Context: an optimization exercise on an open-source flow, tuned for a short achievable clock period and few clock cycles per item. The choices shown serve that exercise and are no tape-out recipe.
Power is estimated from default activity; no workload was simulated.

==> run a <==
==> flow/design.v <==
module cpu (
   prog_addr, mem_control, equal, mem_addr, mem_data_in, request_rom,
   request_ram,
   clk, rst, opcode, ab_select, op_addr, mem_data_out
   );
input clk, rst;
input [3:0] opcode;
input ab_select;
input [7:0] op_addr;
input [7:0] mem_data_out;
output reg [11:0] prog_addr;
output reg mem_control;
output reg equal;
output reg [11:0] mem_addr;
output reg [7:0] mem_data_in;
output reg request_rom, request_ram;
localparam store = 4'b0100;
localparam load  = 4'b0011;
localparam add   = 4'b1001;
localparam sub   = 4'b1010;
localparam and_  = 4'b0010;
localparam or_   = 4'b0001;
localparam equal_op = 4'b0101;
localparam L = 2;        
localparam H = 8 - L;    
function [8:0] slice;    
    input [7:0] x, y;
    input cin, arith, sb, an;
    input integer w;
    reg [7:0] yy, p, g, t;
    reg [8:0] c;
    reg prod;
    integer i, j, k;
    begin
        yy = y ^ {8{sb}};
        p = x ^ yy;
        g = x & yy & {8{arith}};
        t = arith ? p : (an ? (x & y) : (x | y));
        c = 9'b0;
        c[0] = cin;
        for (i = 1; i <= 8; i = i + 1) begin
            prod = cin;
            for (j = 0; j < 8; j = j + 1)
                if (j < i) prod = prod & p[j];
            c[i] = prod;
            for (k = 0; k < 8; k = k + 1) begin
                if (k < i) begin
                    prod = g[k];
                    for (j = 0; j < 8; j = j + 1)
                        if (j > k && j < i) prod = prod & p[j];
                    c[i] = c[i] | prod;
                end
            end
        end
        slice = 9'b0;
        slice[7:0] = t ^ c[7:0];
        slice[8] = c[w];
    end
endfunction
reg [L-1:0] a_lo, b_lo;
reg [H-1:0] a_hi, b_hi;
reg s1_w, s1_sel, s1_wa, s1_wb, s1_arith, s1_sub, s1_and;
reg s2_wa, s2_wb, s2_la, s2_lb, s2_arith, s2_sub, s2_and, s2_c;
reg st_pend, st_sel;
reg use_sk, sk_ld, sk_st, sk_alu, sk_eq, sk_sel, sk_arith, sk_sub, sk_and;
reg [7:0] sk_addr;
wire in_ld  = (opcode == load);
wire in_st  = (opcode == store);
wire in_alu = (opcode == add) || (opcode == sub) || (opcode == and_) || (opcode == or_);
wire in_eq  = (opcode == equal_op);
wire dv     = !equal && !st_pend;
wire is_ld  = use_sk ? sk_ld  : in_ld;
wire is_st  = use_sk ? sk_st  : in_st;
wire is_alu = use_sk ? sk_alu : in_alu;
wire is_eq  = use_sk ? sk_eq  : in_eq;
wire sel    = use_sk ? sk_sel : ab_select;
wire [7:0] addr = use_sk ? sk_addr : op_addr;
wire hazard = dv && !use_sk && in_st && s1_w && (s1_sel == ab_select);
wire [L-1:0] a_lo_eff = s2_la ? mem_data_out[L-1:0] : a_lo;
wire [L-1:0] b_lo_eff = s2_lb ? mem_data_out[L-1:0] : b_lo;
wire [8:0] lo = slice({{H{1'b0}}, a_lo_eff}, {{H{1'b0}}, b_lo_eff}, s1_sub, s1_arith, s1_sub, s1_and, L);
wire [L-1:0] r_lo = lo[L-1:0];
wire [L-1:0] a_lo_next = s1_wa ? r_lo : a_lo_eff;
wire [L-1:0] b_lo_next = s1_wb ? r_lo : b_lo_eff;
wire [8:0] hi = slice({{L{1'b0}}, a_hi}, {{L{1'b0}}, b_hi}, s2_c, s2_arith, s2_sub, s2_and, H);
wire [H-1:0] r_hi = hi[H-1:0];
wire [H-1:0] a_hi_next = s2_la ? mem_data_out[7:L] : s2_wa ? r_hi : a_hi;
wire [H-1:0] b_hi_next = s2_lb ? mem_data_out[7:L] : s2_wb ? r_hi : b_hi;
wire st_r = st_pend ? st_sel : sel;
wire st_w  = st_r ? s2_wb : s2_wa;
wire st_l  = st_r ? s2_lb : s2_la;
wire [H-1:0] st_hi_old = st_l ? mem_data_out[7:L] : (st_r ? b_hi : a_hi);
always @(posedge clk) begin
    mem_addr    <= st_pend ? mem_addr : {4'b0, addr};
    mem_data_in <= {st_w ? r_hi : st_hi_old, st_r ? b_lo_eff : a_lo_eff};
    mem_control <= !st_pend && is_ld;
    s1_sel   <= sel;
    s1_arith <= use_sk ? sk_arith : opcode[3];
    s1_sub   <= use_sk ? sk_sub : (opcode[3] && opcode[1]);
    s1_and   <= use_sk ? sk_and : opcode[1];
    sk_ld    <= in_ld;
    sk_st    <= in_st;
    sk_alu   <= in_alu;
    sk_eq    <= in_eq;
    sk_sel   <= ab_select;
    sk_arith <= opcode[3];
    sk_sub   <= opcode[3] && opcode[1];
    sk_and   <= opcode[1];
    sk_addr  <= op_addr;
    s2_arith <= s1_arith;
    s2_sub   <= s1_sub;
    s2_and   <= s1_and;
    s2_c     <= lo[8];
    st_sel   <= ab_select;
    if (!rst) begin
        prog_addr   <= 12'b0;
        request_rom <= 1'b1;
        request_ram <= 1'b0;
        equal <= 1'b0;
        a_lo <= 0;
        a_hi <= 0;
        b_lo <= 0;
        b_hi <= 0;
        s1_w  <= 1'b0;
        s1_wa <= 1'b0;
        s1_wb <= 1'b0;
        s2_wa <= 1'b0;
        s2_wb <= 1'b0;
        s2_la <= 1'b0;
        s2_lb <= 1'b0;
        st_pend <= 1'b0;
        use_sk  <= 1'b0;
    end else begin
        prog_addr   <= st_pend ? prog_addr : prog_addr + 12'd1;
        request_rom <= 1'b1;
        request_ram <= (dv && (is_ld || (is_st && !hazard))) || st_pend;
        equal <= equal || (dv && is_eq);
        a_lo <= a_lo_next;
        a_hi <= a_hi_next;
        b_lo <= b_lo_next;
        b_hi <= b_hi_next;
        s1_w  <= dv && (is_alu || is_ld);
        s1_wa <= dv && is_alu && !sel;
        s1_wb <= dv && is_alu &&  sel;
        s2_wa <= s1_wa;
        s2_wb <= s1_wb;
        s2_la <= s1_w && !s1_wa && !s1_wb && !s1_sel;
        s2_lb <= s1_w && !s1_wa && !s1_wb &&  s1_sel;
        st_pend <= hazard;
        use_sk  <= st_pend;
    end
end
endmodule
==> flow/run.sh <==
#!/bin/bash
# synth_recipe.tcl (not shown) runs the flow's synth.tcl, then flattens the netlist and writes it again
# the make line also repeats each setting of config.mk as NAME=value (left out here)
make -C /OpenROAD-flow-scripts/flow DESIGN_CONFIG=/design/flow/config.mk WORK_HOME=/design/flow/orfs CLKGATE_MAP_FILE= SYNTH_SCRIPT=/design/flow/synth_recipe.tcl finish
==> flow/config.mk <==
export PLATFORM = sky130hd
export DESIGN_NAME = cpu
export DESIGN_NICKNAME = cpu
export VERILOG_FILES = /design/flow/design.v
export SDC_FILE = /design/flow/constraint.sdc
export NUM_CORES = 4
export LEC_CHECK = 0
export ABC_CLOCK_PERIOD_IN_PS = 1500
export CAP_MARGIN = 20
export CORE_MARGIN = 2
export CORE_UTILIZATION = 40
export PLACE_DENSITY = 0.6
export SETUP_SLACK_MARGIN = 2.4
export SLEW_MARGIN = 20
export TNS_END_PERCENT = 100
==> flow/constraint.sdc <==
create_clock -name core_clock -period 4.0 [get_ports {clk}]
set_input_delay 0.8000 -clock core_clock [delete_from_list [all_inputs] [get_ports {clk}]]
set_output_delay 0.8000 -clock core_clock [all_outputs]
set_load 0.01 [all_outputs]
==> run b (differences from run a) <==
--- a/flow/design.v
+++ b/flow/design.v
@@ -23,3 +23,3 @@
 localparam equal_op = 4'b0101;
-localparam L = 2;        
+localparam L = 3;        
 localparam H = 8 - L;    
@@ -64,16 +64,8 @@
 reg st_pend, st_sel;
-reg use_sk, sk_ld, sk_st, sk_alu, sk_eq, sk_sel, sk_arith, sk_sub, sk_and;
-reg [7:0] sk_addr;
-wire in_ld  = (opcode == load);
-wire in_st  = (opcode == store);
-wire in_alu = (opcode == add) || (opcode == sub) || (opcode == and_) || (opcode == or_);
-wire in_eq  = (opcode == equal_op);
 wire dv     = !equal && !st_pend;
-wire is_ld  = use_sk ? sk_ld  : in_ld;
-wire is_st  = use_sk ? sk_st  : in_st;
-wire is_alu = use_sk ? sk_alu : in_alu;
-wire is_eq  = use_sk ? sk_eq  : in_eq;
-wire sel    = use_sk ? sk_sel : ab_select;
-wire [7:0] addr = use_sk ? sk_addr : op_addr;
-wire hazard = dv && !use_sk && in_st && s1_w && (s1_sel == ab_select);
+wire is_ld  = (opcode == load);
+wire is_st  = (opcode == store);
+wire is_alu = (opcode == add) || (opcode == sub) || (opcode == and_) || (opcode == or_);
+wire is_eq  = (opcode == equal_op);
+wire hazard = dv && is_st && s1_w && (s1_sel == ab_select);
 wire [L-1:0] a_lo_eff = s2_la ? mem_data_out[L-1:0] : a_lo;
@@ -88,3 +80,3 @@
 wire [H-1:0] b_hi_next = s2_lb ? mem_data_out[7:L] : s2_wb ? r_hi : b_hi;
-wire st_r = st_pend ? st_sel : sel;
+wire st_r = st_pend ? st_sel : ab_select;
 wire st_w  = st_r ? s2_wb : s2_wa;
@@ -93,18 +85,9 @@
 always @(posedge clk) begin
-    mem_addr    <= st_pend ? mem_addr : {4'b0, addr};
+    mem_addr    <= st_pend ? mem_addr : {4'b0, op_addr};
     mem_data_in <= {st_w ? r_hi : st_hi_old, st_r ? b_lo_eff : a_lo_eff};
     mem_control <= !st_pend && is_ld;
-    s1_sel   <= sel;
-    s1_arith <= use_sk ? sk_arith : opcode[3];
-    s1_sub   <= use_sk ? sk_sub : (opcode[3] && opcode[1]);
-    s1_and   <= use_sk ? sk_and : opcode[1];
-    sk_ld    <= in_ld;
-    sk_st    <= in_st;
-    sk_alu   <= in_alu;
-    sk_eq    <= in_eq;
-    sk_sel   <= ab_select;
-    sk_arith <= opcode[3];
-    sk_sub   <= opcode[3] && opcode[1];
-    sk_and   <= opcode[1];
-    sk_addr  <= op_addr;
+    s1_sel   <= ab_select;
+    s1_arith <= opcode[3];
+    s1_sub   <= opcode[3] && opcode[1];
+    s1_and   <= opcode[1];
     s2_arith <= s1_arith;
@@ -131,5 +114,4 @@
         st_pend <= 1'b0;
-        use_sk  <= 1'b0;
     end else begin
-        prog_addr   <= st_pend ? prog_addr : prog_addr + 12'd1;
+        prog_addr   <= hazard ? prog_addr : prog_addr + 12'd1;
         request_rom <= 1'b1;
@@ -142,4 +124,4 @@
         s1_w  <= dv && (is_alu || is_ld);
-        s1_wa <= dv && is_alu && !sel;
-        s1_wb <= dv && is_alu &&  sel;
+        s1_wa <= dv && is_alu && !ab_select;
+        s1_wb <= dv && is_alu &&  ab_select;
         s2_wa <= s1_wa;
@@ -149,3 +131,2 @@
         st_pend <= hazard;
-        use_sk  <= st_pend;
     end
==> run c (differences from run a) <==
==> flow/design.v (replaced) <==
module cpu (
   prog_addr, mem_control, equal, mem_addr, mem_data_in, request_rom,
   request_ram,
   clk, rst, opcode, ab_select, op_addr, mem_data_out
   );
input clk, rst;
input [3:0] opcode;
input ab_select;
input [7:0] op_addr;
input [7:0] mem_data_out;
output reg [11:0] prog_addr;
output reg mem_control;
output reg equal;
output reg [11:0] mem_addr;
output reg [7:0] mem_data_in;
output reg request_rom, request_ram;
localparam store = 4'b0100;
localparam load  = 4'b0011;
localparam add   = 4'b1001;
localparam sub   = 4'b1010;
localparam and_  = 4'b0010;
localparam or_   = 4'b0001;
localparam equal_op = 4'b0101;
localparam L = 3;        
localparam H = 8 - L;    
function [8:0] slice;    
    input [7:0] x, y;
    input cin, arith, sb, an;
    input integer w;
    reg [7:0] yy, g, t, u;
    reg [8:0] c;
    reg prod;
    integer i, j, k;
    begin
        yy = y ^ {8{sb}};
        g = x & yy;
        t = x | yy;
        c = 9'b0;
        c[0] = cin;
        for (i = 1; i <= 8; i = i + 1) begin
            prod = cin;
            for (j = 0; j < 8; j = j + 1)
                if (j < i) prod = prod & t[j];
            c[i] = prod;
            for (k = 0; k < 8; k = k + 1) begin
                if (k < i) begin
                    prod = g[k];
                    for (j = 0; j < 8; j = j + 1)
                        if (j > k && j < i) prod = prod & t[j];
                    c[i] = c[i] | prod;
                end
            end
        end
        u = arith ? ((x ^ {8{sb}}) ^ y) : (an ? (x & y) : (x | y));
        slice = 9'b0;
        slice[7:0] = u ^ (c[7:0] & {8{arith}});
        slice[8] = c[w];
    end
endfunction
reg [L-1:0] a_lo, b_lo;
reg [H-1:0] a_hi, b_hi;
reg s1_wa, s1_wb, s1_la, s1_lb, s1_arith, s1_sub, s1_and, s1_fwd;
reg s2_wa, s2_wb, s2_arith, s2_sub, s2_and, s2_c;
reg s2_la_bus, s2_lb_bus;    
reg s2_la_fwd, s2_lb_fwd;    
reg [7:0] fwd_data;
reg sb_v, sb_new, sb_sel;
reg [7:0] sb_addr, sb_data;
wire dv     = !equal;
wire is_ld  = dv && (opcode == load);
wire is_st  = dv && (opcode == store);
wire is_alu = dv && ((opcode == add) || (opcode == sub) || (opcode == and_) || (opcode == or_));
wire is_eq  = dv && (opcode == equal_op);
wire [L-1:0] a_lo_old = s2_la_fwd ? fwd_data[L-1:0] : a_lo;
wire [L-1:0] b_lo_old = s2_lb_fwd ? fwd_data[L-1:0] : b_lo;
wire [L-1:0] a_lo_eff = s2_la_bus ? mem_data_out[L-1:0] : a_lo_old;
wire [L-1:0] b_lo_eff = s2_lb_bus ? mem_data_out[L-1:0] : b_lo_old;
wire [8:0] lo = slice({{H{1'b0}}, a_lo_eff}, {{H{1'b0}}, b_lo_eff}, s1_sub, s1_arith, s1_sub, s1_and, L);
wire [L-1:0] r_lo = lo[L-1:0];
wire [L-1:0] a_lo_next = s1_wa ? r_lo : a_lo_eff;
wire [L-1:0] b_lo_next = s1_wb ? r_lo : b_lo_eff;
wire [8:0] hi = slice({{L{1'b0}}, a_hi}, {{L{1'b0}}, b_hi}, s2_c, s2_arith, s2_sub, s2_and, H);
wire [H-1:0] r_hi = hi[H-1:0];
wire [H-1:0] bus_hi = mem_data_out[7:L];
wire a_keep = !s2_wa && !s2_la_bus;
wire b_keep = !s2_wb && !s2_lb_bus;
wire [H-1:0] a_hi_k = s2_la_fwd ? fwd_data[7:L] : a_hi;
wire [H-1:0] b_hi_k = s2_lb_fwd ? fwd_data[7:L] : b_hi;
wire [H-1:0] a_hi_next = ({H{s2_wa}} & r_hi) | ({H{s2_la_bus}} & bus_hi) | ({H{a_keep}} & a_hi_k);
wire [H-1:0] b_hi_next = ({H{s2_wb}} & r_hi) | ({H{s2_lb_bus}} & bus_hi) | ({H{b_keep}} & b_hi_k);
wire st_r   = sb_new && (sb_sel ? s2_wb : s2_wa);
wire st_bus = sb_new && (sb_sel ? s2_lb_bus : s2_la_bus);
wire st_k   = !st_r && !st_bus;
wire [H-1:0] st_hi_k = !sb_new ? sb_data[7:L] : sb_sel ? b_hi_k : a_hi_k;
wire [H-1:0] sb_cur_hi = ({H{st_r}} & r_hi) | ({H{st_bus}} & bus_hi) | ({H{st_k}} & st_hi_k);
wire [L-1:0] sb_cur_lo = !sb_new ? sb_data[L-1:0] : sb_sel ? b_lo_eff : a_lo_eff;
wire [7:0] sb_cur = {sb_cur_hi, sb_cur_lo};
wire sb_issue = sb_v && !is_ld;
always @(posedge clk) begin
    mem_addr    <= {4'b0, is_ld ? op_addr : sb_addr};
    mem_control <= is_ld;
    mem_data_in <= sb_cur;
    sb_data     <= sb_cur;
    if (is_st) begin
        sb_addr <= op_addr;
        sb_sel  <= ab_select;
    end
    s1_arith <= opcode[3];
    s1_sub   <= opcode[3] && opcode[1];
    s1_and   <= opcode[1];
    s2_arith <= s1_arith;
    s2_sub   <= s1_sub;
    s2_and   <= s1_and;
    s2_c     <= lo[8];
    fwd_data <= sb_data;
    if (!rst) begin
        prog_addr   <= 12'b0;
        request_rom <= 1'b1;
        request_ram <= 1'b0;
        equal <= 1'b0;
        a_lo <= 0;
        a_hi <= 0;
        b_lo <= 0;
        b_hi <= 0;
        s1_wa <= 1'b0;
        s1_wb <= 1'b0;
        s1_la <= 1'b0;
        s1_lb <= 1'b0;
        s1_fwd <= 1'b0;
        s2_wa <= 1'b0;
        s2_wb <= 1'b0;
        s2_la_bus <= 1'b0;
        s2_lb_bus <= 1'b0;
        s2_la_fwd <= 1'b0;
        s2_lb_fwd <= 1'b0;
        sb_v   <= 1'b0;
        sb_new <= 1'b0;
    end else begin
        prog_addr   <= prog_addr + 12'd1;
        request_rom <= 1'b1;
        request_ram <= is_ld || sb_v;
        equal <= equal || is_eq;
        a_lo <= a_lo_next;
        a_hi <= a_hi_next;
        b_lo <= b_lo_next;
        b_hi <= b_hi_next;
        s1_wa <= is_alu && !ab_select;
        s1_wb <= is_alu &&  ab_select;
        s1_la <= is_ld && !ab_select;
        s1_lb <= is_ld &&  ab_select;
        s1_fwd <= is_ld && sb_v && (op_addr == sb_addr);
        s2_wa <= s1_wa;
        s2_wb <= s1_wb;
        s2_la_bus <= s1_la && !s1_fwd;
        s2_lb_bus <= s1_lb && !s1_fwd;
        s2_la_fwd <= s1_la &&  s1_fwd;
        s2_lb_fwd <= s1_lb &&  s1_fwd;
        sb_v   <= is_st || (sb_v && is_ld);
        sb_new <= is_st;
    end
end
endmodule
==> run notes <==
In run b the final cell count is lower than in run c, by 21%. Between run c and run a, the lower die area is in run a (gap 10%, measured against run a). Sequential power: run b < run a < run c. Total power: run c > run a > run b. Against run c, the first-iteration DRC count of run a is smaller by 17%. Design area: run c > run a > run b. Non-clock buffer count, highest first: run c, run b, run a. Clock power: run c is larger than run a (about 16%). The highest worst hold slack belongs to run b, the lowest to run c.
==> figures <==
| quantity | run a | run c | run b |
|---|---|---|---|
| Metal2 WL | 4.43 mm | 5.06 mm | 4.03 mm |
| Met3 WL | 360 um | 458 um | 266 um |
| Number of synthesized flops with an enable pin | 8 | 12 | 8 |
| Minimum setup slack in the final design | 2170 ps | 2140 ps | 1860 ps |
| Clk network pwr share | 0.351 | 0.377 | 0.369 |
| Endpoint with the worst hold slack | s2_and | fwd_data[0] | s2_and |
| Multiplexer share of the synthesized area | 0.0881 | 0.0833 | 0.0713 |
| Worst flop-to-flop path startpoint | s2_sub | s2_sub | s2_lb |
| Number of buffer and inverter instances along the worst setup path | 0 | 0 | 1 |
| Status | complete, no violations | complete, no violations | complete, no violations |
| Final standard cell count with taps included and fillers excluded | 559 | 654 | 515 |
| Switch share | 0.290 | 0.254 | 0.252 |
| Cell count after placement | 503 | 588 | 455 |
| Power after layout | 1710 uW | 1840 uW | 1460 uW |
| Area used by multi-input combinational logic | 2080 um^2 | 2350 um^2 | 1900 um^2 |
| Number of setup buffers added after CTS | 34 | 41 | 37 |
| Logic depth of the worst path, buffers included | 7 | 7 | 9 |
| Routability cong. | 0.818 | 0.794 | 0.851 |
| Highest clock frequency the design can meet | 546 MHz | 536 MHz | 468 MHz |
| Critical Path Start Type | flip-flop | flip-flop | input port |
No functional check of the RTL was part of any run of this note.

## what the ideal ports hide
No port has a modelled driver above. Below, the same layouts with a new extraction and two added sets of constraints. Step 1, drivers: a clkbuf_16 drives clk and a buf_2 each remaining input, both assumed. Step 2 times the ports against the registers' clock, not the clock port: input delays grow and output delays shrink by t, the midpoint of the rising clock arrivals with the driver on. Slacks: ideal ports / drivers / drivers and shift; pairs: ideal ports / drivers.
run	t, ns	setup slack, ns	hold slack, ns	worst slew at a driven data input, ns	cell pins on the clock port's net
run a	0.379	2.170 / 2.170 / 1.882	0.391 / 0.391 / 0.391	0.06	1
run b	0.362	1.863 / 1.850 / 1.488	0.462 / 0.462 / 0.462	0.06	1
run c	0.383	2.135 / 2.135 / 1.894	0.372 / 0.372 / 0.372	0.05	1
After both steps every run listed still meets setup and hold. For run b, which loses most, drivers alone change the setup slack by -0.013 ns; drivers and shift together by -0.375 ns.
